This design comes from an exercise in tuning for small area on the open sky130 flow, not from production work. Only simulation tests tie the RTL to the original design; equivalence was not proved. Power is estimated from default activity; no workload was simulated.

<file path="flow/constraint.sdc">
create_clock -name core_clock -period 8.0 [get_ports {clk}]
set_input_delay 1.6000 -clock core_clock [delete_from_list [all_inputs] [get_ports {clk}]]
set_output_delay 1.6000 -clock core_clock [all_outputs]
set_load 0.01 [all_outputs]
</file>
<file path="flow/config.mk">
export PLATFORM = sky130hd
export DESIGN_NAME = register_bank
export DESIGN_NICKNAME = register_bank
export VERILOG_FILES = /design/flow/design.v
export SDC_FILE = /design/flow/constraint.sdc
export NUM_CORES = 4
export LEC_CHECK = 0
export CAP_MARGIN = 20
export CORE_MARGIN = 2
export CORE_UTILIZATION = 40
export SLEW_MARGIN = 20
</file>
<file path="flow/design.v">
module register_file #(parameter DATA_WIDTH=32, LOG2_NUM_REGS=4, NUM_REGS=16)
	  		(
			clk, 
			reset_n,
			read_en, 
			write_en, 
			raddr_0,
			raddr_1, 
			waddr,
			wdata,
			rdata_0,
			rdata_1
			);
input clk;				 
input reset_n;				 
input [1:0] read_en;			 
input [LOG2_NUM_REGS-1:0] raddr_0;	 
input [LOG2_NUM_REGS-1:0] raddr_1;	 
input write_en;				 
input [LOG2_NUM_REGS-1:0] waddr;	 
input [DATA_WIDTH-1:0]    wdata;	 
output [DATA_WIDTH-1:0]    rdata_0;	 
output [DATA_WIDTH-1:0]    rdata_1;	 
reg   [DATA_WIDTH-1:0]    RF[0:NUM_REGS-1];  
wire read_port_0;
wire read_port_1;
wire read_port_2;
assign read_port_0 = read_en[0]; 
assign read_port_1 = read_en[1];    
assign rdata_0 = read_port_0 ? RF[raddr_0]: 32'h0;
assign rdata_1 = read_port_1 ? RF[raddr_1]: 32'h0;
always @(posedge clk)
begin
	if(~reset_n)
	begin
		RF[0] 	<= 32'h0;
		RF[1] 	<= 32'h0;
		RF[2] 	<= 32'h0;
		RF[3] 	<= 32'h0;
		RF[4] 	<= 32'h0;
		RF[5] 	<= 32'h0;
		RF[6] 	<= 32'h0;
		RF[7] 	<= 32'h0;
		RF[8] 	<= 32'h0;
		RF[9] 	<= 32'h0;
		RF[10]	<= 32'h0;
		RF[11] 	<= 32'h0;
		RF[12] 	<= 32'h0;
		RF[13] 	<= 32'h0;
		RF[14] 	<= 32'h0;
		RF[15] 	<= 32'h0;
	end
	else
	begin
	if(write_en)
		RF[waddr] <= wdata;
	end
end
endmodule
module register_bank  #(parameter NUM_LANES=8, DATA_WIDTH=32, NUM_REGS=16, LOG2_NUM_REGS=4)
			(
			clk, 
			rst_n,
			read_en_0,
			read_en_1, 
			raddr_0,
			raddr_1, 
			write_en, 
			wdata_0,	 
			wdata_1,	 
			wdata_2,	 
			wdata_3,	 
			wdata_4,	 
			wdata_5,	 
			wdata_6,	 
			wdata_7,	 
			rdata_0_0,	 
			rdata_1_0,	 
			rdata_0_1,	 
			rdata_1_1,	 
			rdata_0_2,	 
			rdata_1_2,	 
			rdata_0_3,	 
			rdata_1_3,	 
			rdata_0_4,	 
			rdata_1_4,	 
			rdata_0_5,	 
			rdata_1_5,	 
			rdata_0_6,	 
			rdata_1_6,	 
			rdata_0_7,	 
			rdata_1_7,	 
			waddr
			);
input clk;				 
input rst_n;				 
input [NUM_LANES-1:0] read_en_0; 	 
input [NUM_LANES-1:0] read_en_1;
input [NUM_LANES-1:0] write_en;
input [LOG2_NUM_REGS-1:0] raddr_0;
input [LOG2_NUM_REGS-1:0] raddr_1;
input [LOG2_NUM_REGS-1:0] waddr;
input [DATA_WIDTH-1:0]    wdata_0;	 
input [DATA_WIDTH-1:0]    wdata_1;	 
input [DATA_WIDTH-1:0]    wdata_2;	 
input [DATA_WIDTH-1:0]    wdata_3;	 
input [DATA_WIDTH-1:0]    wdata_4;	 
input [DATA_WIDTH-1:0]    wdata_5;	 
input [DATA_WIDTH-1:0]    wdata_6;	 
input [DATA_WIDTH-1:0]    wdata_7;	 
output [DATA_WIDTH-1:0]    rdata_0_0;	 
output [DATA_WIDTH-1:0]    rdata_1_0;	 
output [DATA_WIDTH-1:0]    rdata_0_1;	 
output [DATA_WIDTH-1:0]    rdata_1_1;	 
output [DATA_WIDTH-1:0]    rdata_0_2;	 
output [DATA_WIDTH-1:0]    rdata_1_2;	 
output [DATA_WIDTH-1:0]    rdata_0_3;	 
output [DATA_WIDTH-1:0]    rdata_1_3;	 
output [DATA_WIDTH-1:0]    rdata_0_4;	 
output [DATA_WIDTH-1:0]    rdata_1_4;	 
output [DATA_WIDTH-1:0]    rdata_0_5;	 
output [DATA_WIDTH-1:0]    rdata_1_5;	 
output [DATA_WIDTH-1:0]    rdata_0_6;	 
output [DATA_WIDTH-1:0]    rdata_1_6;	 
output [DATA_WIDTH-1:0]    rdata_0_7;	 
output [DATA_WIDTH-1:0]    rdata_1_7;	 
register_file 		#(.DATA_WIDTH(32), 
                          .NUM_REGS(16),
                          .LOG2_NUM_REGS(4))
		RF_LANE_0(
			.clk(clk),
			.reset_n(rst_n),
			.read_en({read_en_1[0], read_en_0[0]}),
			.write_en(write_en[0]),
			.raddr_0(raddr_0),
			.raddr_1(raddr_1),
			.waddr(waddr),
			.wdata(wdata_0),
			.rdata_0(rdata_0_0),
			.rdata_1(rdata_1_0)
			);
register_file 		#(.DATA_WIDTH(32), 
			  .NUM_REGS(16),
			  .LOG2_NUM_REGS(4))
		RF_LANE_1(
			.clk(clk),
			.reset_n(rst_n),
			.read_en({read_en_1[1], read_en_0[1]}),
			.write_en(write_en[1]),
			.raddr_0(raddr_0),
			.raddr_1(raddr_1),
			.waddr(waddr),
			.wdata(wdata_1),
			.rdata_0(rdata_0_1),
			.rdata_1(rdata_1_1)
			);
register_file 		#(.DATA_WIDTH(32), 
                          .NUM_REGS(16),
                          .LOG2_NUM_REGS(4))
		RF_LANE_2(
			.clk(clk),
			.reset_n(rst_n),
			.read_en({read_en_1[2], read_en_0[2]}),
			.write_en(write_en[2]),
			.raddr_0(raddr_0),
			.raddr_1(raddr_1),
			.waddr(waddr),
			.wdata(wdata_2),
			.rdata_0(rdata_0_2),
			.rdata_1(rdata_1_2)
			);
register_file 		#(.DATA_WIDTH(32), 
                          .NUM_REGS(16),
                          .LOG2_NUM_REGS(4))
		RF_LANE_3(
			.clk(clk),
			.reset_n(rst_n),
			.read_en({read_en_1[3], read_en_0[3]}),
			.write_en(write_en[3]),
			.raddr_0(raddr_0),
			.raddr_1(raddr_1),
			.waddr(waddr),
			.wdata(wdata_3),
			.rdata_0(rdata_0_3),
			.rdata_1(rdata_1_3)
			);
register_file 		#(.DATA_WIDTH(32), 
                          .NUM_REGS(16),
                          .LOG2_NUM_REGS(4))
		RF_LANE_4(
			.clk(clk),
			.reset_n(rst_n),
			.read_en({read_en_1[4], read_en_0[4]}),
			.write_en(write_en[4]),
			.raddr_0(raddr_0),
			.raddr_1(raddr_1),
			.waddr(waddr),
			.wdata(wdata_4),
			.rdata_0(rdata_0_4),
			.rdata_1(rdata_1_4)
			);
register_file 		#(.DATA_WIDTH(32), 
                          .NUM_REGS(16),
                          .LOG2_NUM_REGS(4))
		RF_LANE_5 (
			.clk(clk),
			.reset_n(rst_n),
			.read_en({read_en_1[5], read_en_0[5]}),
			.write_en(write_en[5]),
			.raddr_0(raddr_0),
			.raddr_1(raddr_1),
			.waddr(waddr),
			.wdata(wdata_5),
			.rdata_0(rdata_0_5),
			.rdata_1(rdata_1_5)
			);
register_file 		#(.DATA_WIDTH(32), 
                          .NUM_REGS(16),
                          .LOG2_NUM_REGS(4))
		RF_LANE_6(
			.clk(clk),
			.reset_n(rst_n),
			.read_en({read_en_1[6], read_en_0[6]}),
			.write_en(write_en[6]),
			.raddr_0(raddr_0),
			.raddr_1(raddr_1),
			.waddr(waddr),
			.wdata(wdata_6),
			.rdata_0(rdata_0_6),
			.rdata_1(rdata_1_6)
			);
register_file 		#(.DATA_WIDTH(32), 
                          .NUM_REGS(16),
                          .LOG2_NUM_REGS(4))
		RF_LANE_7(
			.clk(clk),
			.reset_n(rst_n),
			.read_en({read_en_1[7], read_en_0[7]}),
			.write_en(write_en[7]),
			.raddr_0(raddr_0),
			.raddr_1(raddr_1),
			.waddr(waddr),
			.wdata(wdata_7),
			.rdata_0(rdata_0_7),
			.rdata_1(rdata_1_7)
			);
endmodule			
</file>
<file path="flow/run.sh">
#!/bin/bash
# synth_recipe.tcl (not shown) runs the flow's synth.tcl, then flattens the netlist and writes it again
# the make line also repeats each setting of config.mk as NAME=value (left out here)
make -C /OpenROAD-flow-scripts/flow DESIGN_CONFIG=/design/flow/config.mk WORK_HOME=/design/flow/orfs CLKGATE_MAP_FILE= SYNTH_SCRIPT=/design/flow/synth_recipe.tcl finish
</file>
==> impl_results.rst, run 1 <==
.. list-table::
   :header-rows: 1

   * - Metric
     - Value
   * - DIE HEIGHT
     - 745.7 µm
   * - Port Buf Inserts
     - 805
   * - Antenna violations before repair
     - 164
   * - First-pass GRT wire length
     - 1185000 µm
   * - Routed wire per std cell
     - 33.65 µm
   * - Synthesized instance count
     - 17470
   * - Syn. warnings
     - 1
   * - Buffer type at the clock tree root
     - sky130_fd_sc_hd__clkbuf_16
   * - Final number of max-transition violations
     - 0
   * - Drt pass-1 iters
     - 5
   * - Final hold violation count
     - 0
   * - Fraction of the mapped netlist area in adder cells
     - 0
   * - Total routing resource utilization after global routing
     - 0.2965
   * - Arrival time worst endpoint
     - 5.46 ns
   * - Ranking of synthesized cells by area
     - sky130_fd_sc_hd__edfxtp_1 (56%), sky130_fd_sc_hd__mux2i_1 (17%), sky130_fd_sc_hd__and2_1 (12%)
   * - Via count of the first global-routing pass
     - 154300
   * - Minimum clock period after layout
     - 7.057 ns
   * - Maximum frequency from static timing analysis
     - 0.1417 GHz
   * - Total of endpoints with negative setup slack in the final report
     - 0
   * - Synthesized netlist net count
     - 17770
   * - Total CTS buffers
     - 452
   * - Most utilized layer in the global route result
     - met2
   * - Number of buffers inserted to repair setup after CTS
     - 0
   * - Count of clock tree sinks
     - 4096
   * - Final-stage net count
     - 18010
   * - Worst Max-Slew Pin Slew
     - 1.199 ns
   * - Total Routed Length
     - 856300 µm
   * - Portion of synthesized cell area occupied by the leading cell type
     - 0.5590
   * - Final cycle utilization of the critical path
     - 0.8821
   * - Violation count after the first detailed-routing iteration
     - 19790
   * - Share of the yosys chip area belonging to registers
     - 0.5590
   * - Die span in x
     - 745.7 µm
   * - Longest Clk Path Bufs
     - 4
   * - Type of the worst setup path
     - input pin to primary output
   * - Post-CTS Hold Buffers
     - 0
   * - Number of levels in the clock H-tree
     - 5
   * - CTS resizes
     - 0
   * - Share of synthesized cell area in and, or, nand and nor gates
     - 0.1342
   * - Peak ir drop on the vdd network
     - 0.2116 mV
   * - Critical path required time
     - 6.40 ns
   * - GR Layer Usage met1
     - 0.3850
   * - Main combinational cell family by area after synthesis
     - multiplexers
   * - Leakage component of the power
     - 0.09722 µW
   * - Final HPWL from detailed placement
     - 486600 µm
   * - Worst hold-check path type
     - input pin to flip-flop
   * - Synthesized flop and latch total
     - 4096
   * - Core Footprint
     - 0.5483 mm²
   * - Total congestion overflow after global routing
     - 0
   * - Crit. End Element
     - primary output
   * - Cell variety after synth
     - 23
   * - Synth-to-layout area growth
     - 15.64%
   * - Result of the run
     - complete, no violations
   * - Maximum number of pins on one net before global-route repair
     - 117
   * - Hold Slack
     - 1.344 ns
   * - Startpoint type of the worst setup path
     - input pin
   * - Share of the synthesized area in compound gates (AO/OA/AOI/OAI)
     - 0.08502
   * - Commonest non-fill, non-tap cells in the layout
     - sky130_fd_sc_hd__edfxtp_1 (4096), sky130_fd_sc_hd__and2_1 (4096), sky130_fd_sc_hd__mux2i_1 (3686)
   * - Row count
     - 272
   * - Slew margin rel.
     - 0.1921
   * - Power per Cell Area
     - 211.2 mW/mm²
   * - CTS tree
     - yes
   * - Synth Area in XOR/XNOR
     - 0
   * - Setup repair after global routing missed its margin
     - false
   * - Routability cong.
     - 0.8268
   * - Avg Inst Size Synth
     - 12.59 µm²
   * - Final non-filler cell total
     - 25450
   * - Share of cells above drive strength 1
     - 0.1016
   * - Remaining antenna violation count
     - 0
   * - Via Count
     - 155700
   * - Beginning of the critical path
     - raddr_0[2]
   * - Starting utilization of the core area
     - 0.4013
   * - I/O pins
     - 806
   * - Routed via count divided by cell count
     - 6.121
   * - Inst Count DP
     - 24510
   * - Syn Std Cell Area
     - 0.2200 mm²
   * - Met3 track demand over resource
     - 0.06803
   * - Area of the die
     - 0.5560 mm²
   * - Maximum net fanout on the critical path
     - 31
   * - Proportion of synthesized area in mux cells
     - 0.1887
   * - Post-synth top area cell
     - sky130_fd_sc_hd__edfxtp_1
   * - GR Util met2
     - 0.4752
   * - Total Neg Setup Slack
     - 0 ns
   * - # Max-Cap Violations
     - 0
   * - Drc violations
     - 0
   * - Reg clk slew, reported paths
     - 0.06 ns
   * - Min-Delay Startpoint
     - rst_n
## worst paths after layout
path / slack [ns] / end / depth (start not counted)
max: 0.94 / rdata_0_4[31] / 6
min: 1.34 / RF_LANE_7.RF[9][28] / 2
## sequential cells by signal, indices dropped and copies added (netlist names)
signal        count
RF_LANE_1.RF    512
RF_LANE_5.RF    512
RF_LANE_2.RF    512
RF_LANE_6.RF    512
RF_LANE_0.RF    512
RF_LANE_7.RF    512
RF_LANE_3.RF    512
RF_LANE_4.RF    512
## synth_stat cells
| cell type | count |
|---|---|
| sky130_fd_sc_hd__and2_1 | 4098 |
| sky130_fd_sc_hd__edfxtp_1 | 4096 |
| sky130_fd_sc_hd__mux2i_1 | 3686 |
| sky130_fd_sc_hd__a22oi_1 | 1638 |
| sky130_fd_sc_hd__clkbuf_1 | 1133 |
| sky130_fd_sc_hd__nand2_1 | 852 |
| sky130_fd_sc_hd__o21ai_0 | 377 |
| sky130_fd_sc_hd__buf_2 | 331 |
| sky130_fd_sc_hd__o22ai_1 | 307 |
| sky130_fd_sc_hd__a221oi_1 | 205 |
| sky130_fd_sc_hd__mux4_2 | 205 |
| sky130_fd_sc_hd__o21ai_1 | 161 |
| sky130_fd_sc_hd__buf_4 | 142 |
| sky130_fd_sc_hd__nor2_1 | 132 |
| sky130_fd_sc_hd__buf_1 | 63 |
| sky130_fd_sc_hd__nand2b_1 | 16 |
| sky130_fd_sc_hd__clkbuf_2 | 12 |
| sky130_fd_sc_hd__nand3_1 | 6 |
| sky130_fd_sc_hd__and2b_1 | 4 |
| sky130_fd_sc_hd__nor2b_1 | 4 |
| sky130_fd_sc_hd__inv_1 | 2 |
| sky130_fd_sc_hd__clkbuf_4 | 1 |
| sky130_fd_sc_hd__nand4_1 | 1 |
## power by group
part	total, µW	internal (µW)	switching, µW
Clock	21000	11900	9180
Sequential	25500	24900	595
Combinational	7210	2600	4610
## final cells by class
cell class                      instances  area, µm²
Fill cell                           48490     293800
Antenna cell                           98      245.2
Clock inverter                        284       2893
Tap cell                             7261       9085
Timing Repair Buffer                 1467      14950
Inverter                                2      20.02
Multi-Input combinational cell      11690      92490
Clock buffer                          547      11750
Sequential cell                      4096     123000
## per-layer routing
layer	up-vias	share of wire
met5	-	0.00075
met4	102	0.048
met3	1979	0.10
met2	8744	0.46
met1	79270	0.39
li1	65660	-
## logic make-up (layout without fill, tap and decap cells)
kind of cell    after synthesis  after routing
compound gates             2688           2688
buf+inv                    1684           2300
flops                      4096           4096
mux                        3891           3891
other cells                   0             98
simple gates               5113           5113
## stage by stage
step / setup slack, ns / total power, µW / utilization / area (µm²)
6_report: 0.9429 / 53730 / 0.4641 / 254400
4_1_cts: 1.069 / 53730 / 0.4634 / 254100
2_1_floorplan: 2.983 / 29610 / - / 220000
3_3_place_gp: 1.036 / 32860 / 0.4358 / 238900
5_1_grt: 1.020 / 55090 / 0.4637 / 254300
3_5_place_dp: 1.092 / 32980 / 0.4367 / 239400
## worst max-delay path, stage by stage
cell and delay, ns:
sky130_fd_sc_hd__buf_8 0.40, sky130_fd_sc_hd__buf_4 0.77, sky130_fd_sc_hd__mux4_2 0.40, sky130_fd_sc_hd__o21ai_0 0.87, sky130_fd_sc_hd__o21ai_0 0.55, sky130_fd_sc_hd__clkdlybuf4s50_1 0.63
==> run 2: changes to the inputs <==
--- a/flow/design.v
+++ b/flow/design.v
@@ -1,61 +1,46 @@
 module register_file #(parameter DATA_WIDTH=32, LOG2_NUM_REGS=4, NUM_REGS=16)
-	  		(
-			clk, 
-			reset_n,
-			read_en, 
-			write_en, 
-			raddr_0,
-			raddr_1, 
-			waddr,
-			wdata,
-			rdata_0,
-			rdata_1
-			);
-input clk;				 
-input reset_n;				 
-input [1:0] read_en;			 
-input [LOG2_NUM_REGS-1:0] raddr_0;	 
-input [LOG2_NUM_REGS-1:0] raddr_1;	 
-input write_en;				 
-input [LOG2_NUM_REGS-1:0] waddr;	 
-input [DATA_WIDTH-1:0]    wdata;	 
-output [DATA_WIDTH-1:0]    rdata_0;	 
-output [DATA_WIDTH-1:0]    rdata_1;	 
-reg   [DATA_WIDTH-1:0]    RF[0:NUM_REGS-1];  
-wire read_port_0;
-wire read_port_1;
-wire read_port_2;
-assign read_port_0 = read_en[0]; 
-assign read_port_1 = read_en[1];    
-assign rdata_0 = read_port_0 ? RF[raddr_0]: 32'h0;
-assign rdata_1 = read_port_1 ? RF[raddr_1]: 32'h0;
+	(
+	input                      clk,
+	input                      reset_n,
+	input  [1:0]               read_en,
+	input                      write_en,
+	input  [LOG2_NUM_REGS-1:0] raddr_0,
+	input  [LOG2_NUM_REGS-1:0] raddr_1,
+	input  [LOG2_NUM_REGS-1:0] waddr,
+	input  [DATA_WIDTH-1:0]    wdata,
+	output [DATA_WIDTH-1:0]    rdata_0,
+	output [DATA_WIDTH-1:0]    rdata_1
+	);
+wire [DATA_WIDTH-1:0] wd = wdata & {DATA_WIDTH{reset_n}};
+reg [DATA_WIDTH-1:0] RF [0:NUM_REGS-1];
+wire [NUM_REGS-1:0] sel_0, sel_1;
+genvar r;
+generate
+for (r = 0; r < NUM_REGS; r = r + 1) begin : g_dec
+	assign sel_0[r] = read_en[0] & (raddr_0 == r);
+	assign sel_1[r] = read_en[1] & (raddr_1 == r);
+end
+endgenerate
+integer w;
 always @(posedge clk)
-begin
-	if(~reset_n)
-	begin
-		RF[0] 	<= 32'h0;
-		RF[1] 	<= 32'h0;
-		RF[2] 	<= 32'h0;
-		RF[3] 	<= 32'h0;
-		RF[4] 	<= 32'h0;
-		RF[5] 	<= 32'h0;
-		RF[6] 	<= 32'h0;
-		RF[7] 	<= 32'h0;
-		RF[8] 	<= 32'h0;
-		RF[9] 	<= 32'h0;
-		RF[10]	<= 32'h0;
-		RF[11] 	<= 32'h0;
-		RF[12] 	<= 32'h0;
-		RF[13] 	<= 32'h0;
-		RF[14] 	<= 32'h0;
-		RF[15] 	<= 32'h0;
+	if (~reset_n) begin
+		for (w = 0; w < NUM_REGS; w = w + 1)
+			RF[w] <= wd;
 	end
-	else
-	begin
-	if(write_en)
-		RF[waddr] <= wdata;
+	else if (write_en)
+		RF[waddr] <= wd;
+reg [DATA_WIDTH-1:0] rd0, rd1;
+integer i;
+always @* begin
+	rd0 = {DATA_WIDTH{1'b0}};
+	rd1 = {DATA_WIDTH{1'b0}};
+	for (i = 0; i < NUM_REGS; i = i + 1) begin
+		rd0 = rd0 | (RF[i] & {DATA_WIDTH{sel_0[i]}});
+		rd1 = rd1 | (RF[i] & {DATA_WIDTH{sel_1[i]}});
 	end
 end
+assign rdata_0 = rd0;
+assign rdata_1 = rd1;
 endmodule
 module register_bank  #(parameter NUM_LANES=8, DATA_WIDTH=32, NUM_REGS=16, LOG2_NUM_REGS=4)
 			(
==> run 2 against run 1 <==
Total power fell by 3.9%. Maximum frequency is 5.6% lower. Highest routed layer unchanged. Still clean on timing, DRC and antenna. Largest power group unchanged. Largest cell class unchanged. Hold slack lost 0.082 ns.
==> impl_results.rst, run 2 <==
.. list-table::
   :header-rows: 1

   * - Metric
     - Value
   * - Power per Cell Area
     - 250.5 mW/mm² (+19%)
   * - CTS tree
     - yes
   * - Routed via count divided by cell count
     - 7.055 (+15%)
   * - Share of the synthesized area in compound gates (AO/OA/AOI/OAI)
     - 0.1689 (+0.08393)
   * - # Max-Cap Violations
     - 0 (unchanged)
   * - Slew margin rel.
     - 0.1648 (-0.02724)
   * - Total Routed Length
     - 776300 µm (-9.3%)
   * - Maximum frequency from static timing analysis
     - 0.1337 GHz (-5.6%)
   * - Starting utilization of the core area
     - 0.4014 (about the same)
   * - Violation count after the first detailed-routing iteration
     - 23160 (+17%)
   * - Total of endpoints with negative setup slack in the final report
     - 0 (unchanged)
   * - Total routing resource utilization after global routing
     - 0.3352 (+0.03870)
   * - Total CTS buffers
     - 430 (-4.9%)
   * - Switch share
     - 0.2549 (-0.01282)
   * - Total congestion overflow after global routing
     - 0 (unchanged)
   * - Minimum setup slack after placement
     - 0.7951 ns (-0.2969 ns)
   * - Result of the run
     - complete, no violations
   * - Startpoint type of the worst setup path
     - input pin
   * - Number of buffers inserted to repair setup after CTS
     - 0 (unchanged)
   * - Final HPWL from detailed placement
     - 435800 µm (-10%)
   * - Drt pass-1 iters
     - 9 (+4)
   * - Portion of total power attributed to sequential cells
     - 0.520 (+0.046)
   * - Routability cong.
     - 0.9083 (+9.9%)
   * - Buffer type at the clock tree root
     - sky130_fd_sc_hd__clkbuf_16
   * - Arrival time worst endpoint
     - 5.88 ns (+0.42 ns)
   * - First-pass GRT wire length
     - 1043000 µm (-12%)
   * - Peak ir drop on the vdd network
     - 0.2199 mV (+3.9%)
   * - Ranking of synthesized cells by area
     - sky130_fd_sc_hd__edfxtp_1 (70%), sky130_fd_sc_hd__a22oi_1 (11%), sky130_fd_sc_hd__nand2_1 (2.6%)
   * - Most common cell in the netlist
     - sky130_fd_sc_hd__edfxtp_1
   * - Sw Pwr
     - 13160 µW (-8.5%)
   * - Final hold violation count
     - 0 (unchanged)
   * - Synth-to-layout area growth
     - 17.26%
   * - Final number of max-transition violations
     - 0 (unchanged)
   * - Avg Inst Size Synth
     - 13.98 µm² (+11%)
   * - Number of enable-type register cells in the synthesized netlist
     - 4096 (unchanged)
   * - Area of the die
     - 0.4446 mm² (-20%)
   * - Drc violations
     - 0 (unchanged)
   * - Combinational fraction of design power
     - 0.091 (-0.043)
   * - Synth async-reset ratio
     - 0 (unchanged)
   * - Worst Max-Slew Pin Slew
     - 1.253 ns (+0.05353 ns)
   * - Maximum net fanout on the critical path
     - 21 (-32%)
   * - Worst hold-check path type
     - input pin to flip-flop
   * - Syn. warnings
     - 1 (unchanged)
   * - Share of synthesized cell area in and, or, nand and nor gates
     - 0.1006 (-0.03355)
   * - Setup repair after global routing missed its margin
     - false
   * - Post-CTS Hold Buffers
     - 0 (unchanged)
   * - Final Core Density
     - 0.4706 (+0.006561)
   * - Type of the worst setup path
     - input pin to primary output
   * - Ranking of synthesized cells by instance count
     - sky130_fd_sc_hd__edfxtp_1 (4096), sky130_fd_sc_hd__a22oi_1 (2474), sky130_fd_sc_hd__nand2_1 (1222), sky130_fd_sc_hd__clkbuf_1 (943), sky130_fd_sc_hd__nand3_1 (780)
   * - Number of levels in the clock H-tree
     - 5 (unchanged)
   * - Clock share of power
     - 0.389 (-0.003)
   * - Port Buf Inserts
     - 805 (unchanged)
   * - Die span in x
     - 666.8 µm (-11%)
   * - DIE HEIGHT
     - 666.8 µm (-11%)
   * - Share of the yosys chip area belonging to registers
     - 0.6999 (+0.1409)
   * - Portion of synthesized cell area occupied by the leading cell type
     - 0.6999 (+0.1409)
   * - I/O pins
     - 806 (unchanged)
   * - Smallest setup slack after layout
     - 0.5205 ns (-0.4224 ns)
   * - Prevailing post-synth register cell
     - sky130_fd_sc_hd__edfxtp_1
   * - CTS resizes
     - 0 (unchanged)
   * - Cell variety after synth
     - 57 (+150%)
   * - Minimum clock period after layout
     - 7.480 ns (+0.4224 ns)
   * - Antenna violations before repair
     - 74 (-55%)
   * - Leakage component of the power
     - 0.07042 µW (-28%)
   * - Total Neg Setup Slack
     - 0 ns (unchanged)
   * - Synthesized flop and latch total
     - 4096 (unchanged)
   * - Longest Clk Path Bufs
     - 4 (unchanged)
   * - Synthesized netlist net count
     - 12870 (-28%)
   * - Critical path required time
     - 6.40 ns (about the same)
   * - Remaining antenna violation count
     - 0 (unchanged)
   * - Final-stage net count
     - 13460 (-25%)
   * - Post-synth top area cell
     - sky130_fd_sc_hd__edfxtp_1
   * - Commonest non-fill, non-tap cells in the layout
     - sky130_fd_sc_hd__edfxtp_1 (4096), sky130_fd_sc_hd__a22oi_1 (2474), sky130_fd_sc_hd__nand2_1 (1091)
   * - Core Footprint
     - 0.4378 mm² (-20%)
   * - Fraction of the mapped netlist area in adder cells
     - 0 (unchanged)
   * - Total of fill cells in the finished design
     - 38030 (-22%)
   * - Share of cells above drive strength 1
     - 0.1197 (+0.01812)
   * - Int Pwr
     - 38460 µW (-2.2%)
   * - Via Count
     - 136500 (-12%)
   * - Via count of the first global-routing pass
     - 130100 (-16%)
   * - Routed wire per std cell
     - 40.12 µm (+19%)
   * - Final cycle utilization of the critical path
     - 0.9349 (+0.05280)
   * - Synthesized instance count
     - 12570 (-28%)
   * - Count of clock tree sinks
     - 4096 (unchanged)
   * - Syn Std Cell Area
     - 0.1757 mm² (-20%)
   * - Main combinational cell family by area after synthesis
     - compound AO/OA/AOI/OAI gates
   * - Reg clk slew, reported paths
     - 0.06 ns (about the same)
   * - Most frequent standard cell in the layout excluding fill and tap cells
     - sky130_fd_sc_hd__edfxtp_1
   * - Proportion of synthesized area in mux cells
     - 0.004329 (-0.1843)
   * - Crit. End Element
     - primary output
   * - Synth Area in XOR/XNOR
     - 0 (unchanged)
   * - Row count
     - 243 (-11%)
   * - Maximum number of pins on one net before global-route repair
     - 96 (-18%)
[run 2: changes by cell type after synthesis, sizes merged, moves of 205 or more]
cell    delta
o21ai    -517
mux2i   -3664
mux4     -205
and2    -3802
nand2    +370
a221oi   +210
nand3    +774
a22oi    +836
a22o     +501
buf      -312
nand4    +475
o22ai    -300
a32o     +218
or4      +216
[run 2: kinds of logic (layout without fill, tap and decap cells)]
logic type,count (synthesis),after routing
other cells,0,62
buf+inv,1169,2127
mux,70,70
flops,4096,4096
compound gates,3730,3730
simple gates,3507,3507
[run 2: path summary, 6_finish.rpt]
check                       from                   to  slack, ns  depth (start not counted)
worst min-delay path       rst_n  RF_LANE_6.RF[6][30]       1.26                          2
worst max-delay path  raddr_1[2]         rdata_1_2[7]       0.52                          9
[run 2: power groups by stage]
stage          Sequential (µW)  Clock (µW)  Combinational (µW)
2_1_floorplan            26900           0                1840
3_5_place_dp             27200           0                4560
6_report                 26800       20100                4710
4_1_cts                  26800       20100                4580
5_1_grt                  27000       20900                4780
3_3_place_gp             27200           0                4550
[run 2: cell type report]
cell class	instances	area, µm²	area share
Tap cell	5757	7203	0.03496
Clock buffer	511	11090	0.05380
Sequential cell	4096	123000	0.5969
Timing Repair Buffer	1327	12260	0.05951
Clock inverter	287	2800	0.01359
Inverter	2	7.507	0.00003643
Antenna cell	62	155.1	0.0007530
Multi-Input combinational cell	7307	49540	0.2404
[run 2: per-stage QoR]
step | area, µm² | hold slack, ns | std cells | total power [µW]
3_3_place_gp | 191800 | 2.218 | 18480 | 31740
4_1_cts | 205800 | 1.158 | 19280 | 51490
2_1_floorplan | 175700 | 2.046 | 12570 | 28710
6_report | 206100 | 1.262 | 19350 | 51620
5_1_grt | 206000 | 1.219 | 19330 | 52740
3_5_place_dp | 191900 | 2.219 | 18480 | 31770
[run 2: critical path, cell delays in order]
cell,delay (ns)
sky130_fd_sc_hd__buf_4,0.48
sky130_fd_sc_hd__nor2b_4,0.81
sky130_fd_sc_hd__buf_4,0.38
sky130_fd_sc_hd__and3_2,0.78
sky130_fd_sc_hd__buf_4,0.39
sky130_fd_sc_hd__a22o_1,0.16
sky130_fd_sc_hd__a221oi_1,0.05
sky130_fd_sc_hd__nand4_1,0.43
sky130_fd_sc_hd__clkdlybuf4s50_1,0.66
[run 2: layer usage]
layer  global-route usage  share of wire  up-vias
met4               0.2240          0.077       16
li1                     -              -    53290
met3              0.08880           0.13     2662
met2               0.4936           0.43    12410
met5            0.0005426        0.00018        -
met1               0.4352           0.36    68140
==> run 3: changes to the inputs <==
--- a/flow/design.v
+++ b/flow/design.v
@@ -13,14 +13,6 @@
 	);
 wire [DATA_WIDTH-1:0] wd = wdata & {DATA_WIDTH{reset_n}};
 reg [DATA_WIDTH-1:0] RF [0:NUM_REGS-1];
-wire [NUM_REGS-1:0] sel_0, sel_1;
-genvar r;
-generate
-for (r = 0; r < NUM_REGS; r = r + 1) begin : g_dec
-	assign sel_0[r] = read_en[0] & (raddr_0 == r);
-	assign sel_1[r] = read_en[1] & (raddr_1 == r);
-end
-endgenerate
 integer w;
 always @(posedge clk)
 	if (~reset_n) begin
@@ -29,18 +21,48 @@
 	end
 	else if (write_en)
 		RF[waddr] <= wd;
-reg [DATA_WIDTH-1:0] rd0, rd1;
-integer i;
-always @* begin
-	rd0 = {DATA_WIDTH{1'b0}};
-	rd1 = {DATA_WIDTH{1'b0}};
-	for (i = 0; i < NUM_REGS; i = i + 1) begin
-		rd0 = rd0 | (RF[i] & {DATA_WIDTH{sel_0[i]}});
-		rd1 = rd1 | (RF[i] & {DATA_WIDTH{sel_1[i]}});
-	end
+wire [15:0] sel_0, sel_1;
+wire [DATA_WIDTH-1:0] q [0:15];
+genvar r, b;
+generate
+for (r = 0; r < 16; r = r + 1) begin : g_reg
+	assign sel_0[r] = read_en[0] & (raddr_0 == r);
+	assign sel_1[r] = read_en[1] & (raddr_1 == r);
+	assign q[r] = RF[r];
 end
-assign rdata_0 = rd0;
-assign rdata_1 = rd1;
+for (b = 0; b < DATA_WIDTH; b = b + 1) begin : g_bit
+	wire [15:0] col = {q[15][b], q[14][b], q[13][b], q[12][b],
+	                   q[11][b], q[10][b], q[9][b],  q[8][b],
+	                   q[7][b],  q[6][b],  q[5][b],  q[4][b],
+	                   q[3][b],  q[2][b],  q[1][b],  q[0][b]};
+	rb_mux16 u_rd0 (.s(sel_0), .d(col), .y(rdata_0[b]));
+	rb_mux16 u_rd1 (.s(sel_1), .d(col), .y(rdata_1[b]));
+end
+endgenerate
+endmodule
+module rb_mux16 (input [15:0] s, input [15:0] d, output y);
+wire [5:0] n;
+wire       a;
+rb_aoi222 u0 (.a1(s[0]),  .a2(d[0]),  .b1(s[1]),  .b2(d[1]),  .c1(s[2]),  .c2(d[2]),  .y(n[0]));
+rb_aoi222 u1 (.a1(s[3]),  .a2(d[3]),  .b1(s[4]),  .b2(d[4]),  .c1(s[5]),  .c2(d[5]),  .y(n[1]));
+rb_aoi222 u2 (.a1(s[6]),  .a2(d[6]),  .b1(s[7]),  .b2(d[7]),  .c1(s[8]),  .c2(d[8]),  .y(n[2]));
+rb_aoi222 u3 (.a1(s[9]),  .a2(d[9]),  .b1(s[10]), .b2(d[10]), .c1(s[11]), .c2(d[11]), .y(n[3]));
+rb_aoi222 u4 (.a1(s[12]), .a2(d[12]), .b1(s[13]), .b2(d[13]), .c1(s[14]), .c2(d[14]), .y(n[4]));
+rb_nand2  u5 (.a(s[15]), .b(d[15]), .y(n[5]));
+rb_and3   u6 (.a(n[0]), .b(n[1]), .c(n[2]), .y(a));
+rb_nand4  u7 (.a(a), .b(n[3]), .c(n[4]), .d(n[5]), .y(y));
+endmodule
+module rb_aoi222 (input a1, a2, b1, b2, c1, c2, output y);
+assign y = ~((a1 & a2) | (b1 & b2) | (c1 & c2));
+endmodule
+module rb_nand2 (input a, b, output y);
+assign y = ~(a & b);
+endmodule
+module rb_and3 (input a, b, c, output y);
+assign y = a & b & c;
+endmodule
+module rb_nand4 (input a, b, c, d, output y);
+assign y = ~(a & b & c & d);
 endmodule
 module register_bank  #(parameter NUM_LANES=8, DATA_WIDTH=32, NUM_REGS=16, LOG2_NUM_REGS=4)
 			(
==> flow/config.mk (replaced) <==
export PLATFORM = sky130hd
export DESIGN_NAME = register_bank
export DESIGN_NICKNAME = register_bank
export VERILOG_FILES = /design/flow/design.v
export SDC_FILE = /design/flow/constraint.sdc
export NUM_CORES = 4
export LEC_CHECK = 0
export CAP_MARGIN = 5
export CORE_MARGIN = 2
export CORE_UTILIZATION = 45
export CTS_BUF_LIST = sky130_fd_sc_hd__clkbuf_4 sky130_fd_sc_hd__clkbuf_8
export CTS_CLUSTER_DIAMETER = 50
export CTS_CLUSTER_SIZE = 8
export SLEW_MARGIN = 5
export SYNTH_HIERARCHICAL = 1
==> run 3 against run 2 <==
Via count is 12% lower. Maximum frequency is 4.2% higher. Largest cell class unchanged. Wire length is 21% lower. Clock power is 25% lower. Total power is 11% lower. Hold slack better by 0.041 ns. Final area is 7.3% lower. Clock-buffer cell count is 118 higher. Largest power group unchanged. Synthesized area is 8.0% lower. Flip-flop and latch count stayed put.
==> impl_results.rst, run 3 <==
.. list-table::
   :header-rows: 1

   * - Metric
     - Value
   * - Critical path required time
     - 6.40 ns (about the same)
   * - Syn Std Cell Area
     - 0.1616 mm² (-8.0%)
   * - Switch share
     - 0.2513 (-0.003655)
   * - Min-Delay Startpoint
     - wdata_3[20]
   * - Antenna violations before repair
     - 72 (-2.7%)
   * - Portion of total power attributed to sequential cells
     - 0.582 (+0.062)
   * - Leakage component of the power
     - 0.05886 µW (-16%)
   * - Clock share of power
     - 0.328 (-0.061)
   * - Post-CTS Hold Buffers
     - 0 (unchanged)
   * - Total congestion overflow after global routing
     - 0 (unchanged)
   * - Number of buffers inserted to repair setup after CTS
     - 0 (unchanged)
   * - Starting utilization of the core area
     - 0.4510 (+0.04960)
   * - Type of the worst setup path
     - input pin to primary output
   * - Buffer type at the clock tree root
     - sky130_fd_sc_hd__clkbuf_8
   * - Routability cong.
     - 0.8682 (-4.4%)
   * - Worst Max-Slew Pin Slew
     - 1.369 ns (+0.1159 ns)
   * - Maximum net fanout on the critical path
     - 23 (+9.5%)
   * - Total Routed Length
     - 614300 µm (-21%)
   * - Maximum frequency from static timing analysis
     - 0.1394 GHz (+4.2%)
   * - Cell variety after synth
     - 19 (-67%)
   * - Most frequent standard cell in the layout excluding fill and tap cells
     - sky130_fd_sc_hd__edfxtp_1
   * - Minimum clock period after layout
     - 7.175 ns (-0.3041 ns)
   * - Power per Cell Area
     - 240.5 mW/mm² (-4.0%)
   * - Longest Clk Path Bufs
     - 4 (unchanged)
   * - Share of cells above drive strength 1
     - 0.1411 (+0.02132)
   * - Area of the die
     - 0.3640 mm² (-18%)
   * - Ranking of synthesized cells by area
     - sky130_fd_sc_hd__edfxtp_1 (76%), sky130_fd_sc_hd__a222oi_1 (16%), sky130_fd_sc_hd__and3_1 (2.0%)
   * - Number of cells on the worst hold path
     - 2 (unchanged)
   * - Int Pwr
     - 34410 µW (-11%)
   * - Fin area
     - 0.1910 mm² (-7.3%)
   * - Drt pass-1 iters
     - 14 (+5)
   * - Final number of max-transition violations
     - 0 (unchanged)
   * - Total of fill cells in the finished design
     - 28610 (-25%)
   * - Reg clk slew, reported paths
     - 0.06 ns (about the same)
   * - I/O pins
     - 806 (unchanged)
   * - Most common cell in the netlist
     - sky130_fd_sc_hd__edfxtp_1
   * - Syn. warnings
     - 7 (+6)
   * - Commonest non-fill, non-tap cells in the layout
     - sky130_fd_sc_hd__edfxtp_1 (4096), sky130_fd_sc_hd__a222oi_1 (2560), sky130_fd_sc_hd__clkdlybuf4s50_1 (792)
   * - Final cycle utilization of the critical path
     - 0.8969 (-0.03802)
   * - Routed wire per std cell
     - 38.92 µm (-3.0%)
   * - Synthesized instance count
     - 9048 (-28%)
   * - Total of endpoints with negative setup slack in the final report
     - 0 (unchanged)
   * - Total routing resource utilization after global routing
     - 0.3227 (-0.01252)
   * - Final-stage net count
     - 11140 (-17%)
   * - Number of enable-type register cells in the synthesized netlist
     - 4096 (unchanged)
   * - Violation count after the first detailed-routing iteration
     - 27220 (+18%)
   * - Share of the yosys chip area belonging to registers
     - 0.7610 (+0.06107)
   * - Endpoint of the worst hold-timing path
     - RF_LANE_3.RF[11][20]
   * - First-pass GRT wire length
     - 847100 µm (-19%)
   * - Ranking of synthesized cells by instance count
     - sky130_fd_sc_hd__edfxtp_1 (4096), sky130_fd_sc_hd__a222oi_1 (2560), sky130_fd_sc_hd__nand2_1 (536), sky130_fd_sc_hd__and3_1 (512), sky130_fd_sc_hd__nand4_1 (512)
   * - Prevailing post-synth register cell
     - sky130_fd_sc_hd__edfxtp_1
   * - Total Neg Setup Slack
     - 0 ns (unchanged)
   * - Core Footprint
     - 0.3584 mm² (-18%)
   * - Avg Inst Size Synth
     - 17.86 µm² (+28%)
   * - Portion of synthesized cell area occupied by the leading cell type
     - 0.7610 (+0.06107)
   * - Instance area after placement
     - 0.1815 mm² (-5.4%)
   * - Sw Pwr
     - 11550 µW (-12%)
   * - Synthesized flop and latch total
     - 4096 (unchanged)
   * - Startpoint type of the worst setup path
     - input pin
   * - Count of clock tree sinks
     - 4096 (unchanged)
   * - Die span in x
     - 603.3 µm (-9.5%)
   * - Synth-to-layout area growth
     - 18.20%
   * - Via Count
     - 119700 (-12%)
   * - Slew margin rel.
     - 0.08257 (-0.08225)
   * - CTS tree
     - yes
   * - Peak ir drop on the vdd network
     - 0.1809 mV (-18%)
   * - Result of the run
     - complete, no violations
   * - Drc violations
     - 0 (unchanged)
   * - Maximum number of pins on one net before global-route repair
     - 97 (+1.0%)
   * - Row count
     - 220 (-9.5%)
   * - Arrival time worst endpoint
     - 5.58 ns (-0.30 ns)
   * - Number of levels in the clock H-tree
     - 6 (+1)
   * - Crit. End Element
     - primary output
   * - Port Buf Inserts
     - 805 (unchanged)
   * - Worst hold-check path type
     - input pin to flip-flop
   * - Synth async-reset ratio
     - 0 (unchanged)
   * - Via count of the first global-routing pass
     - 117800 (-9.4%)
   * - Final HPWL from detailed placement
     - 346700 µm (-20%)
   * - Remaining antenna violation count
     - 0 (unchanged)
   * - DIE HEIGHT
     - 603.3 µm (-9.5%)
   * - Setup repair after global routing missed its margin
     - false
   * - # Max-Cap Violations
     - 0 (unchanged)
   * - CTS resizes
     - 0 (unchanged)
   * - Synthesized netlist net count
     - 9342 (-27%)
   * - Final hold violation count
     - 0 (unchanged)
   * - Total CTS buffers
     - 598 (+39%)
   * - Combinational fraction of design power
     - 0.091 (about the same)
   * - Routed via count divided by cell count
     - 7.586 (+7.5%)
   * - Post-synth top area cell
     - sky130_fd_sc_hd__edfxtp_1
==> run 3: through the flow <==
| stage | hold WS [ns] | cells | util | setup WS, ns | total power, µW |
|---|---|---|---|---|---|
| floorplan | 2.028 | 9048 | - | 2.339 | 28530 |
| global placement | 2.504 | 15020 | 0.5065 | 1.117 | 30990 |
| detailed placement | 2.540 | 15020 | 0.5065 | 0.9660 | 31210 |
| CTS | 1.208 | 15730 | 0.5327 | 1.002 | 45950 |
| global route | 1.284 | 15770 | 0.5330 | 0.8236 | 47160 |
| finish | 1.303 | 15780 | 0.5330 | 0.8246 | 45950 |
==> run 3: cell type report <==
class / instances / area (µm²) / area share
timing repair buffer: 1242 / 11430 / 0.05984
multi-input combinational: 4912 / 41140 / 0.2153
clock inverter: 81 / 843.3 / 0.004414
sequential: 4096 / 123000 / 0.6438
tap: 4773 / 5972 / 0.03126
clock buffer: 629 / 8538 / 0.04469
antenna: 48 / 120.1 / 0.0006287
==> run 3: worst max-delay path by stage <==
stage                                to        from  slack, ns
after floorplan            rdata_0_0[0]  raddr_0[2]       2.34
after global placement    rdata_0_0[31]  raddr_0[2]       1.12
after detailed placement  rdata_0_0[26]  raddr_0[2]       0.97
after CTS                 rdata_0_0[26]  raddr_0[2]       1.00
after global routing      rdata_0_0[20]  raddr_0[2]       0.82
final                     rdata_0_0[26]  raddr_0[2]       0.82
==> run 3: kinds of logic after synthesis <==
logic type             Yosys count  synth area share
DFF                           4096            0.7610
AOI/OAI and AO/OA             2688            0.1625
and+or+nand+nor               2224           0.07549
buffers and inverters           40         0.0009909
==> run 3: power by group through the flow <==
stage          registers (µW)  clock network [µW]  logic [µW]
4_1_cts                 26700               15200        4100
3_3_place_gp            26900                   0        4040
2_1_floorplan           26900                   0        1630
3_5_place_dp            27100                   0        4090
6_report                26700               15100        4170
5_1_grt                 26900               16000        4270
==> run 3: worst max-delay path, cell delays in order <==
cell                              delay (ns)
sky130_fd_sc_hd__buf_2                  0.60
sky130_fd_sc_hd__buf_4                  0.44
sky130_fd_sc_hd__nand3b_1               0.28
sky130_fd_sc_hd__nor3_2                 1.09
sky130_fd_sc_hd__buf_12                 0.29
sky130_fd_sc_hd__a222oi_1               0.10
sky130_fd_sc_hd__and3_1                 0.22
sky130_fd_sc_hd__nand4_1                0.13
sky130_fd_sc_hd__clkdlybuf4s50_1        0.78
==> run 3: modules after synthesis, one instance, submodules excluded, a selection <==
| module | flip-flops and latches | cells inside | area, µm² |
|---|---|---|---|
| rb_nand2 | 0 | 1 | 3.754 |
| rb_aoi222 | 0 | 1 | 10.01 |
| rb_and3 | 0 | 1 | 6.256 |
| rb_nand4 | 0 | 1 | 6.256 |
==> run 3: metal layers <==
metal / vias to the layer above / wire (µm) / track usage
li1: 47210 / - / -
met1: 59780 / 205100 / 0.3994
met2: 10640 / 279700 / 0.5014
met3: 2063 / 84820 / 0.08482
met4: 22 / 44410 / 0.2135
met5: - / 134 / 0
==> run 4: changes to the inputs <==
==> flow/flow/run.sh (new file) <==
#!/bin/bash
# Standard ORFS layout with two changes: ports are buffered with the
# smallest buffer, and the clock tree uses small clock buffers in clusters
# of about 8 registers, without dummy loads (the design has no
# register-to-register paths, so the tree needs no balancing).
set -e
cp standard.sh standard_sh.log
export BUFFER_PORTS_ARGS="-buffer_cell sky130_fd_sc_hd__buf_1"
export CTS_ARGS="-sink_clustering_enable -repair_clock_nets -dont_use_dummy_load -buf_list sky130_fd_sc_hd__clkbuf_4 -root_buf sky130_fd_sc_hd__clkbuf_8 -sink_clustering_size 8 -sink_clustering_max_diameter 50"
bash standard.sh > standard.log 2>&1
==> flow/standard.sh (new file) <==
#!/bin/bash
# synth_recipe.tcl (not shown) runs the flow's synth.tcl, then flattens the netlist and writes it again
# the make line also repeats each setting of config.mk as NAME=value (left out here)
make -C /OpenROAD-flow-scripts/flow DESIGN_CONFIG=/design/flow/config.mk WORK_HOME=/design/flow/orfs CLKGATE_MAP_FILE= SYNTH_SCRIPT=/design/flow/synth_recipe.tcl "${@:-finish}"
--- a/flow/config.mk
+++ b/flow/config.mk
@@ -8,8 +8,5 @@
 export CAP_MARGIN = 5
 export CORE_MARGIN = 2
 export CORE_UTILIZATION = 45
-export CTS_BUF_LIST = sky130_fd_sc_hd__clkbuf_4 sky130_fd_sc_hd__clkbuf_8
-export CTS_CLUSTER_DIAMETER = 50
-export CTS_CLUSTER_SIZE = 8
 export SLEW_MARGIN = 5
 export SYNTH_HIERARCHICAL = 1
removed: flow/run.sh
==> run 4 against run 3 <==
Largest cell class unchanged. Via count up 0.31%. Clock power is 32% lower. Hold slack worse by 0.63 ns. Synthesized area unchanged. Utilization decreased by 2.7 points. Final area decreased by 5.0%. Sequential power hardly changed.
==> impl_results.rst, run 4 <==
.. list-table::
   :header-rows: 1

   * - Metric
     - Value
   * - Result of the run
     - complete, no violations
   * - Number of cells on the worst hold path
     - 2 (unchanged)
   * - First-pass GRT wire length
     - 845600 µm (-0.18%)
   * - Setup repair after global routing missed its margin
     - false
   * - Synthesized instance count
     - 9048 (unchanged)
   * - Total power after layout
     - 40640 µW (-12%)
   * - Drt pass-1 iters
     - 14 (unchanged)
   * - Routed wire per std cell
     - 39.19 µm (+0.68%)
   * - Share of the yosys chip area belonging to registers
     - 0.7610 (unchanged)
   * - Ranking of synthesized cells by area
     - sky130_fd_sc_hd__edfxtp_1 (76%), sky130_fd_sc_hd__a222oi_1 (16%), sky130_fd_sc_hd__and3_1 (2.0%)
   * - Final HPWL from detailed placement
     - 351100 µm (+1.3%)
   * - Minimum setup slack after placement
     - 1.148 ns (+0.1825 ns)
   * - # Max-Cap Violations
     - 0 (unchanged)
   * - DIE HEIGHT
     - 603.3 µm (unchanged)
   * - Minimum clock period after layout
     - 6.916 ns (-0.2594 ns)
   * - Arrival time worst endpoint
     - 5.32 ns (-0.26 ns)
   * - Leakage component of the power
     - 0.05474 µW (-7.0%)
   * - Final cycle utilization of the critical path
     - 0.8645 (-0.03242)
   * - Cell variety after synth
     - 19 (unchanged)
   * - Inst Count DP
     - 15020 (-0.027%)
   * - Prevailing post-synth register cell
     - sky130_fd_sc_hd__edfxtp_1
   * - Post-synth top area cell
     - sky130_fd_sc_hd__edfxtp_1
   * - Type of the worst setup path
     - input pin to primary output
   * - Core Footprint
     - 0.3584 mm² (unchanged)
   * - Portion of synthesized cell area occupied by the leading cell type
     - 0.7610 (unchanged)
   * - Syn. warnings
     - 7 (unchanged)
   * - Routability cong.
     - 0.8569 (-1.3%)
   * - Synthesized flop and latch total
     - 4096 (unchanged)
   * - Area of the die
     - 0.3640 mm² (unchanged)
   * - Row count
     - 220 (unchanged)
   * - Buffer type at the clock tree root
     - sky130_fd_sc_hd__clkbuf_8
   * - Startpoint type of the worst setup path
     - input pin
   * - Sw Pwr
     - 10580 µW (-8.4%)
   * - Clock share of power
     - 0.254 (-0.074)
   * - Most common cell in the netlist
     - sky130_fd_sc_hd__edfxtp_1
   * - CTS resizes
     - 0 (unchanged)
   * - Worst Max-Slew Pin Slew
     - 1.323 ns (-0.04577 ns)
   * - Fin area
     - 0.1814 mm² (-5.0%)
   * - Instance area after placement
     - 0.1768 mm² (-2.6%)
   * - Number of enable-type register cells in the synthesized netlist
     - 4096 (unchanged)
   * - Final-stage net count
     - 11140 (-0.045%)
   * - Final hold violation count
     - 0 (unchanged)
   * - Reg clk slew, reported paths
     - 0.09 ns (+0.03 ns)
   * - Share of cells above drive strength 1
     - 0.1331 (-0.007977)
   * - Drc violations
     - 0 (unchanged)
   * - Total CTS buffers
     - 597 (-0.17%)
   * - Power per Cell Area
     - 224.0 mW/mm² (-6.9%)
   * - Synth-to-layout area growth
     - 12.25%
   * - Total Routed Length
     - 614300 µm (about the same)
   * - Most frequent standard cell in the layout excluding fill and tap cells
     - sky130_fd_sc_hd__edfxtp_1
   * - Number of levels in the clock H-tree
     - 6 (unchanged)
   * - Final number of max-transition violations
     - 0 (unchanged)
   * - Via Count
     - 120100 (+0.31%)
   * - Starting utilization of the core area
     - 0.4510 (unchanged)
   * - Total of fill cells in the finished design
     - 29570 (+3.4%)
   * - Violation count after the first detailed-routing iteration
     - 28180 (+3.5%)
   * - Port Buf Inserts
     - 805 (unchanged)
   * - Maximum net fanout on the critical path
     - 32 (+39%)
   * - Slew margin rel.
     - 0.1171 (+0.03454)
   * - Ranking of synthesized cells by instance count
     - sky130_fd_sc_hd__edfxtp_1 (4096), sky130_fd_sc_hd__a222oi_1 (2560), sky130_fd_sc_hd__nand2_1 (536), sky130_fd_sc_hd__and3_1 (512), sky130_fd_sc_hd__nand4_1 (512)
   * - Total of endpoints with negative setup slack in the final report
     - 0 (unchanged)
   * - Synthesized netlist net count
     - 9342 (unchanged)
   * - Peak ir drop on the vdd network
     - 0.1449 mV (-20%)
   * - Crit. End Element
     - primary output
   * - Smallest setup slack after layout
     - 1.084 ns (+0.2594 ns)
   * - Total routing resource utilization after global routing
     - 0.3226 (about the same)
   * - Combinational fraction of design power
     - 0.090 (about the same)
   * - Portion of total power attributed to sequential cells
     - 0.656 (+0.074)
   * - Maximum number of pins on one net before global-route repair
     - 112 (+15%)
   * - Die span in x
     - 603.3 µm (unchanged)
   * - Critical path required time
     - 6.40 ns (about the same)
   * - I/O pins
     - 806 (unchanged)
   * - Routed via count divided by cell count
     - 7.662 (+1.0%)
   * - Antenna violations before repair
     - 80 (+11%)
   * - Total Neg Setup Slack
     - 0 ns (unchanged)
   * - Number of buffers inserted to repair setup after CTS
     - 0 (unchanged)
   * - Commonest non-fill, non-tap cells in the layout
     - sky130_fd_sc_hd__edfxtp_1 (4096), sky130_fd_sc_hd__a222oi_1 (2560), sky130_fd_sc_hd__buf_1 (792)
   * - Longest Clk Path Bufs
     - 4 (unchanged)
   * - Via count of the first global-routing pass
     - 117500 (-0.26%)
   * - Maximum frequency from static timing analysis
     - 0.1446 GHz (+3.7%)
   * - Synth async-reset ratio
     - 0 (unchanged)
   * - Post-CTS Hold Buffers
     - 0 (unchanged)
   * - Remaining antenna violation count
     - 0 (unchanged)
   * - Switch share
     - 0.2604 (+0.009112)
   * - Worst hold-check path type
     - input pin to flip-flop
   * - Avg Inst Size Synth
     - 17.86 µm² (unchanged)
   * - Syn Std Cell Area
     - 0.1616 mm² (unchanged)
   * - Final non-filler cell total
     - 15670 (-0.68%)
   * - Int Pwr
     - 30060 µW (-13%)
   * - CTS tree
     - yes
   * - Count of clock tree sinks
     - 4096 (unchanged)
   * - Total congestion overflow after global routing
     - 0 (unchanged)
run 4: changes by cell type in the layout (fill, tap and decap cells not counted), sizes merged:
cell | before | now
clkdlybuf4s50 | 792 | 0
buf | 450 | 1229
clkinv | 31 | 0
inv | 26 | 0
clkbuf | 629 | 606
clkinvlp | 17 | 0
diode | 48 | 58
bufinv | 7 | 0
run 4: per-module statistics from Yosys, one instance, submodules excluded, excerpt:
module	area, µm²	copies in the design	cells	flip-flops and latches
rb_nand2	3.754	512	1	0
rb_and3	6.256	512	1	0
rb_aoi222	10.01	2560	1	0
rb_nand4	6.256	512	1	0
run 4: logic make-up (layout without fill, tap and decap cells):
group / Yosys count / count (layout) / share of synthesized area
flops: 4096 / 4096 / 0.7610
compound gates: 2688 / 2688 / 0.1625
simple gates: 2224 / 2224 / 0.07549
buf+inv: 40 / 1835 / 0.0009909
other cells: 0 / 58 / 0
run 4: worst max-delay path, cell delays in order:
cell	delay, ns
sky130_fd_sc_hd__buf_2	0.88
sky130_fd_sc_hd__nand3b_1	0.46
sky130_fd_sc_hd__nor2_2	1.06
sky130_fd_sc_hd__buf_4	0.37
sky130_fd_sc_hd__a222oi_1	0.08
sky130_fd_sc_hd__and3_1	0.26
sky130_fd_sc_hd__nand4_1	0.35
sky130_fd_sc_hd__buf_1	0.19
run 4: path summary, 6_finish.rpt:
kind                       start                  to
worst max-delay path  raddr_1[2]        rdata_1_0[6]
worst min-delay path  wdata_3[6]  RF_LANE_3.RF[9][6]
run 4: layout make-up:
class,count,area [µm²],area share
sequential,4096,123000,0.6779
multi-input combinational,4912,41440,0.2284
timing repair buffer,1238,6389,0.03521
tap,4773,5972,0.03292
clock buffer,597,4488,0.02474
antenna,58,145.1,0.0008000
run 4: power groups by stage:
stage               Combinational (µW)  Clock (µW)  Sequential [µW]
floorplan                         1630           0            26900
global placement                  3540           0            26900
detailed placement                3590           0            27100
CTS                               3600       10400            26600
global route                      3760       11200            26900
finish                            3670       10300            26700
run 4: routing by layer:
metal | GRT usage | wire length [µm]
met5 | 0.005285 | 379
met4 | 0.2174 | 45170
met3 | 0.08322 | 88440
met2 | 0.4953 | 276000
met1 | 0.4035 | 204300
run 4: per-stage QoR:
stage,hold slack [ns],util
floorplan,2.028,-
global route,0.6565,0.5061
global placement,2.169,0.4933
finish,0.6724,0.5062
CTS,0.5787,0.5058
detailed placement,2.186,0.4933
==> run 5: changes to the inputs <==
==> flow/flow/run.sh (replaced) <==
#!/bin/bash
# Standard ORFS layout with three changes:
#  - ports are buffered with the smallest buffer;
#  - after placement, flow/downsize.tcl makes over-sized gates and buffers
#    smaller where slew, capacitance and setup slack keep a margin;
#  - the clock tree uses small clock buffers in clusters of about 8
#    registers, without dummy loads (the design has no register-to-register
#    paths, so the tree needs no balancing).
set -e
cp standard.sh standard_sh.log
export BUFFER_PORTS_ARGS="-buffer_cell sky130_fd_sc_hd__buf_1"
export CTS_ARGS="-sink_clustering_enable -repair_clock_nets -dont_use_dummy_load -buf_list sky130_fd_sc_hd__clkbuf_4 -root_buf sky130_fd_sc_hd__clkbuf_8 -sink_clustering_size 8 -sink_clustering_max_diameter 50"
bash standard.sh place > standard_place.log 2>&1
openroad -no_init -exit flow/place_downsize.tcl > downsize.log 2>&1
bash standard.sh > standard.log 2>&1
==> flow/flow/downsize.tcl (new file) <==
# Area recovery after placement (run on 3_place.odb, before clock tree
# synthesis). Two kinds of cell are made smaller, keeping function and pins:
#  1. a gate or buffer that drives a single input pin is set to the
#     smallest drive strength of its family;
set db [ord::get_db]
set block [ord::get_db_block]
estimate_parasitics -placement

proc family_sizes {db m} {
  if {![regexp {^(sky130_fd_sc_hd__[a-z0-9]+)_([0-9]+)$} $m -> fam sz]} { return {} }
  if {[regexp {clkbuf|clkinv|dfxtp|dfrtp|edfxtp|tap|fill|decap|diode|conb|dly|lpflow} $fam]} { return {} }
  set out {}
  for {set s 0} {$s < $sz} {incr s} {
    set nm [$db findMaster ${fam}_$s]
    if {$nm != "NULL" && $nm != ""} { lappend out $nm }
  }
  return $out
}

proc out_net {inst} {
  foreach it [$inst getITerms] {
    if {[$it isOutputSignal]} { return [$it getNet] }
  }
  return "NULL"
}

proc is_clock_inst {inst} {
  foreach it [$inst getITerms] {
    set net [$it getNet]
    if {$net != "NULL" && [$net getSigType] == "CLOCK"} { return 1 }
  }
  return 0
}

proc sink_count {net} {
  set n [llength [$net getBTerms]]
  foreach l [$net getITerms] { if {[$l isInputSignal]} { incr n } }
  return $n
}

proc area_um2 {block} {
  set a 0.0
  foreach inst [$block getInsts] {
    set mm [$inst getMaster]
    if {[$mm getType] eq "CORE"} { set a [expr {$a + double([$mm getWidth])*[$mm getHeight]}] }
  }
  set dbu [$block getDbUnitsPerMicron]
  return [expr {$a/$dbu/$dbu}]
}

set a0 [area_um2 $block]
set wns0 [sta::worst_slack_cmd max]
puts "downsize: area $a0 wns $wns0 slew viol [sta::max_slew_violation_count] cap viol [sta::max_capacitance_violation_count]"

# 1. single-sink drivers
set single {}
foreach inst [$block getInsts] {
  set sizes [family_sizes $db [[$inst getMaster] getName]]
  if {[llength $sizes] == 0} continue
  if {[is_clock_inst $inst]} continue
  set net [out_net $inst]
  if {$net == "NULL"} continue
  if {[sink_count $net] != 1} continue
  set om [$inst getMaster]
  if {[$inst swapMaster [lindex $sizes 0]]} { lappend single [list $inst $om] }
}
estimate_parasitics -placement
puts "downsize: single-sink drivers made smaller: [llength $single]; area [area_um2 $block] wns [sta::worst_slack_cmd max]"

set bufs {}
for {set pass 0} {$pass < 1} {incr pass} {
# 2. multi-sink cells, one size down, with margin
set cur {}
foreach inst [$block getInsts] {
  set m [[$inst getMaster] getName]
  set sizes [family_sizes $db $m]
  if {[llength $sizes] == 0} continue
  if {[is_clock_inst $inst]} continue
  set net [out_net $inst]
  if {$net == "NULL" || [sink_count $net] < 2} continue
  set om [$inst getMaster]
  if {[$inst swapMaster [lindex $sizes end]]} { lappend cur [list $inst $om $net] }
}
estimate_parasitics -placement
set nrev 0
foreach b $cur {
  lassign $b inst om net
  set ok 1
  foreach it [$net getITerms] {
    set pin [sta::find_pin [[$it getInst] getName]/[[$it getMTerm] getName]]
    foreach e {rise fall} { if {[get_property $pin slew_max_$e] > 1.1} { set ok 0 } }
  }
  if {!$ok} { $inst swapMaster $om; incr nrev }
}
estimate_parasitics -placement
set bufs [concat $bufs $cur]
puts "downsize: multi-sink cells tried [llength $cur], undone $nrev; area [area_um2 $block] wns [sta::worst_slack_cmd max]"

}
# capacitance margin: undo any buffer whose driver pin is within 25% of max cap
set nrev2 0
sta::redirect_string_begin
report_check_types -max_capacitance -max_count 100000
set rep [sta::redirect_string_end]
set tight [dict create]
foreach line [split $rep "\n"] {
  if {[regexp {^(\S+)/[A-Z]+\s+([0-9.]+)\s+([0-9.]+)\s+(-?[0-9.]+)} $line -> iname lim cap sl]} {
    if {$cap > 0.75 * $lim} { dict set tight $iname 1 }
  }
}
foreach b [lreverse $bufs] {
  lassign $b inst om net
  if {[$inst getMaster] ne $om && [dict exists $tight [$inst getName]]} { $inst swapMaster $om; incr nrev2 }
}
estimate_parasitics -placement
puts "downsize: undone for capacitance margin $nrev2"

if {[sta::worst_slack_cmd max] < 0.3e-9} {
  puts "downsize: slack too small, undoing buffer changes"
  foreach b [lreverse $bufs] { lassign $b inst om net; $inst swapMaster $om }
  estimate_parasitics -placement
}
if {[sta::worst_slack_cmd max] < 0.3e-9} {
  puts "downsize: slack too small, undoing single-sink changes"
  foreach b $single { lassign $b inst om; $inst swapMaster $om }
  estimate_parasitics -placement
}
puts "downsize: final area [area_um2 $block] wns [sta::worst_slack_cmd max] slew viol [sta::max_slew_violation_count] cap viol [sta::max_capacitance_violation_count]"
report_check_types -max_slew -max_capacitance -max_count 3
==> flow/flow/place_downsize.tcl (new file) <==
# Runs flow/downsize.tcl on the placed design and writes it back, so that
# the rest of the standard flow (clock tree, routing) continues from it.
set res orfs/results/sky130hd/register_bank/base
read_liberty $::env(FLOW_HOME)/platforms/sky130hd/lib/sky130_fd_sc_hd__tt_025C_1v80.lib
read_db $res/3_place.odb
read_sdc $res/3_place.sdc
source $::env(FLOW_HOME)/platforms/sky130hd/setRC.tcl
source flow/downsize.tcl
write_db $res/3_place.odb
==> run 5 against run 4 <==
Clock power hardly changed. Via count hardly changed. Still clean on timing, DRC and antenna. Utilization is 0.75 points lower. Flip-flop and latch count stayed put. Critical endpoint is now rdata_1_5[30]. Global-route usage hardly changed.
==> impl_results.rst, run 5 <==
.. list-table::
   :header-rows: 1

   * - Metric
     - Value
   * - Result of the run
     - complete, no violations
   * - Total routing resource utilization after global routing
     - 0.3227 (about the same)
   * - DIE HEIGHT
     - 603.3 µm (unchanged)
   * - Total CTS buffers
     - 597 (unchanged)
   * - First-pass GRT wire length
     - 845900 µm (about the same)
   * - Most frequent standard cell in the layout excluding fill and tap cells
     - sky130_fd_sc_hd__edfxtp_1
   * - Violation count after the first detailed-routing iteration
     - 28640 (+1.7%)
   * - Final number of max-transition violations
     - 0 (unchanged)
   * - Reg clk slew, reported paths
     - 0.10 ns (about the same)
   * - Number of levels in the clock H-tree
     - 6 (unchanged)
   * - Total Neg Setup Slack
     - 0 ns (unchanged)
   * - Buffer type at the clock tree root
     - sky130_fd_sc_hd__clkbuf_8
   * - Count of clock tree sinks
     - 4096 (unchanged)
   * - Power per Cell Area
     - 226.7 mW/mm² (+1.2%)
   * - Maximum net fanout on the critical path
     - 32 (unchanged)
   * - I/O pins
     - 806 (unchanged)
   * - Post-synth top area cell
     - sky130_fd_sc_hd__edfxtp_1
   * - Total Routed Length
     - 615100 µm (+0.13%)
   * - Worst hold-check path type
     - input pin to flip-flop
   * - Ranking of synthesized cells by area
     - sky130_fd_sc_hd__edfxtp_1 (76%), sky130_fd_sc_hd__a222oi_1 (16%), sky130_fd_sc_hd__and3_1 (2.0%)
   * - Crit. End Element
     - primary output
   * - Smallest setup slack after layout
     - 0.7712 ns (-0.3128 ns)
   * - Synth-to-layout area growth
     - 10.58%
   * - Drc violations
     - 0 (unchanged)
   * - Antenna violations before repair
     - 77 (-3.8%)
   * - Routed via count divided by cell count
     - 7.663 (about the same)
   * - Final cycle utilization of the critical path
     - 0.9036 (+0.03909)
   * - Area of the die
     - 0.3640 mm² (unchanged)
   * - Number of buffers inserted to repair setup after CTS
     - 0 (unchanged)
   * - Routed wire per std cell
     - 39.23 µm (about the same)
   * - Leakage component of the power
     - 0.05418 µW (-1.0%)
   * - Hold Slack
     - 0.7708 ns (+0.09835 ns)
   * - Final-stage net count
     - 11140 (unchanged)
   * - Synthesized flop and latch total
     - 4096 (unchanged)
   * - Total congestion overflow after global routing
     - 0 (unchanged)
   * - Maximum frequency from static timing analysis
     - 0.1383 GHz (-4.3%)
   * - Share of cells above drive strength 1
     - 0.1149 (-0.01817)
   * - Setup repair after global routing missed its margin
     - false
   * - Synth async-reset ratio
     - 0 (unchanged)
   * - Commonest non-fill, non-tap cells in the layout
     - sky130_fd_sc_hd__edfxtp_1 (4096), sky130_fd_sc_hd__a222oi_1 (2560), sky130_fd_sc_hd__buf_1 (794)
   * - Portion of synthesized cell area occupied by the leading cell type
     - 0.7610 (unchanged)
   * - Core Footprint
     - 0.3584 mm² (unchanged)
   * - Peak ir drop on the vdd network
     - 0.1462 mV (+0.92%)
   * - Longest Clk Path Bufs
     - 4 (unchanged)
   * - Synthesized instance count
     - 9048 (unchanged)
   * - Total of endpoints with negative setup slack in the final report
     - 0 (unchanged)
   * - Startpoint type of the worst setup path
     - input pin
   * - Drt pass-1 iters
     - 13 (-1)
   * - Type of the worst setup path
     - input pin to primary output
run 5: worst max-delay path, stage by stage:
cell and delay (ns):
sky130_fd_sc_hd__buf_2 0.80, sky130_fd_sc_hd__nand3_1 0.49, sky130_fd_sc_hd__nor2_2 1.06, sky130_fd_sc_hd__buf_2 0.81
sky130_fd_sc_hd__a222oi_1 0.22, sky130_fd_sc_hd__nand4_1 0.36, sky130_fd_sc_hd__buf_1 0.22
run 5: cell families (layout without fill, tap and decap cells):
kind of cell	Yosys count	in the layout	synth area share
AOI/OAI and AO/OA	2688	2688	0.1625
buffers and inverters	40	1835	0.0009909
DFF	4096	4096	0.7610
and+or+nand+nor	2224	2224	0.07549
other	0	64	0
run 5: area by class of cell:
type | count | area, µm² | area share
well taps | 4773 | 5972 | 0.03341
multi-input cells | 4912 | 39600 | 0.2216
repair buffers | 1238 | 5505 | 0.03080
flip-flops and latches | 4096 | 123000 | 0.6882
clock buffers | 597 | 4488 | 0.02511
diodes | 64 | 160.2 | 0.0008961
run 5: modules after synthesis, one instance, submodules excluded, excerpt:
module     times used  cells inside
rb_and3           512             1
rb_nand4          512             1
rb_aoi222        2560             1
rb_nand2          512             1
run 5: routing by layer:
metal | up-vias | GRT usage | wire length [µm]
li1 | 47360 | - | -
met1 | 59670 | 0.4045 | 205200
met2 | 10990 | 0.4955 | 277500
met3 | 2111 | 0.08187 | 87480
met4 | 21 | 0.2175 | 44520
met5 | - | 0.005285 | 390
run 5: path summary, 6_finish.rpt:
kind | startpoint | endpoint | cells past startpoint
hold / removal | write_en[4] | RF_LANE_4.RF[3][0] | 3
setup / recovery | raddr_1[3] | rdata_1_5[30] | 7
run 5: metrics by stage:
stage | total power [µW] | std cells
floorplan | 28530 | 9048
finish | 40520 | 15680
detailed placement | 30700 | 15020
CTS | 40490 | 15620
global route | 41710 | 15660
global placement | 30490 | 15020
run 5: power breakdown:
part	internal [µW]	switching [µW]
Sequential	25700	927
Combinational	829	2720
Clock	3430	6870

## separate check: timing with driven ports
Ports are ideal in the flow. The routed layouts listed here were re-timed in OpenROAD. Step 1, drivers: a clkbuf_16 drives clk and a buf_2 each remaining input, both assumed. Step 2 also shifts input and output timing later by t, the mid clock arrival at the registers, as if the neighbouring blocks saw the same clock. a / b / c = no drivers / after step 1 / after step 2; a / b = the first two.
run | t (ns) | setup WS [ns]
run 1 | 1.169 | 0.943 / 0.893 / 0.893
run 2 | 1.131 | 0.520 / 0.439 / 0.439
run 3 | 1.328 | 0.825 / 0.712 / 0.712
run 4 | 1.528 | 1.084 / 0.965 / 0.965
run 5 | 1.518 | 0.771 / 0.622 / 0.622
After both steps setup and hold are still met in every run listed.
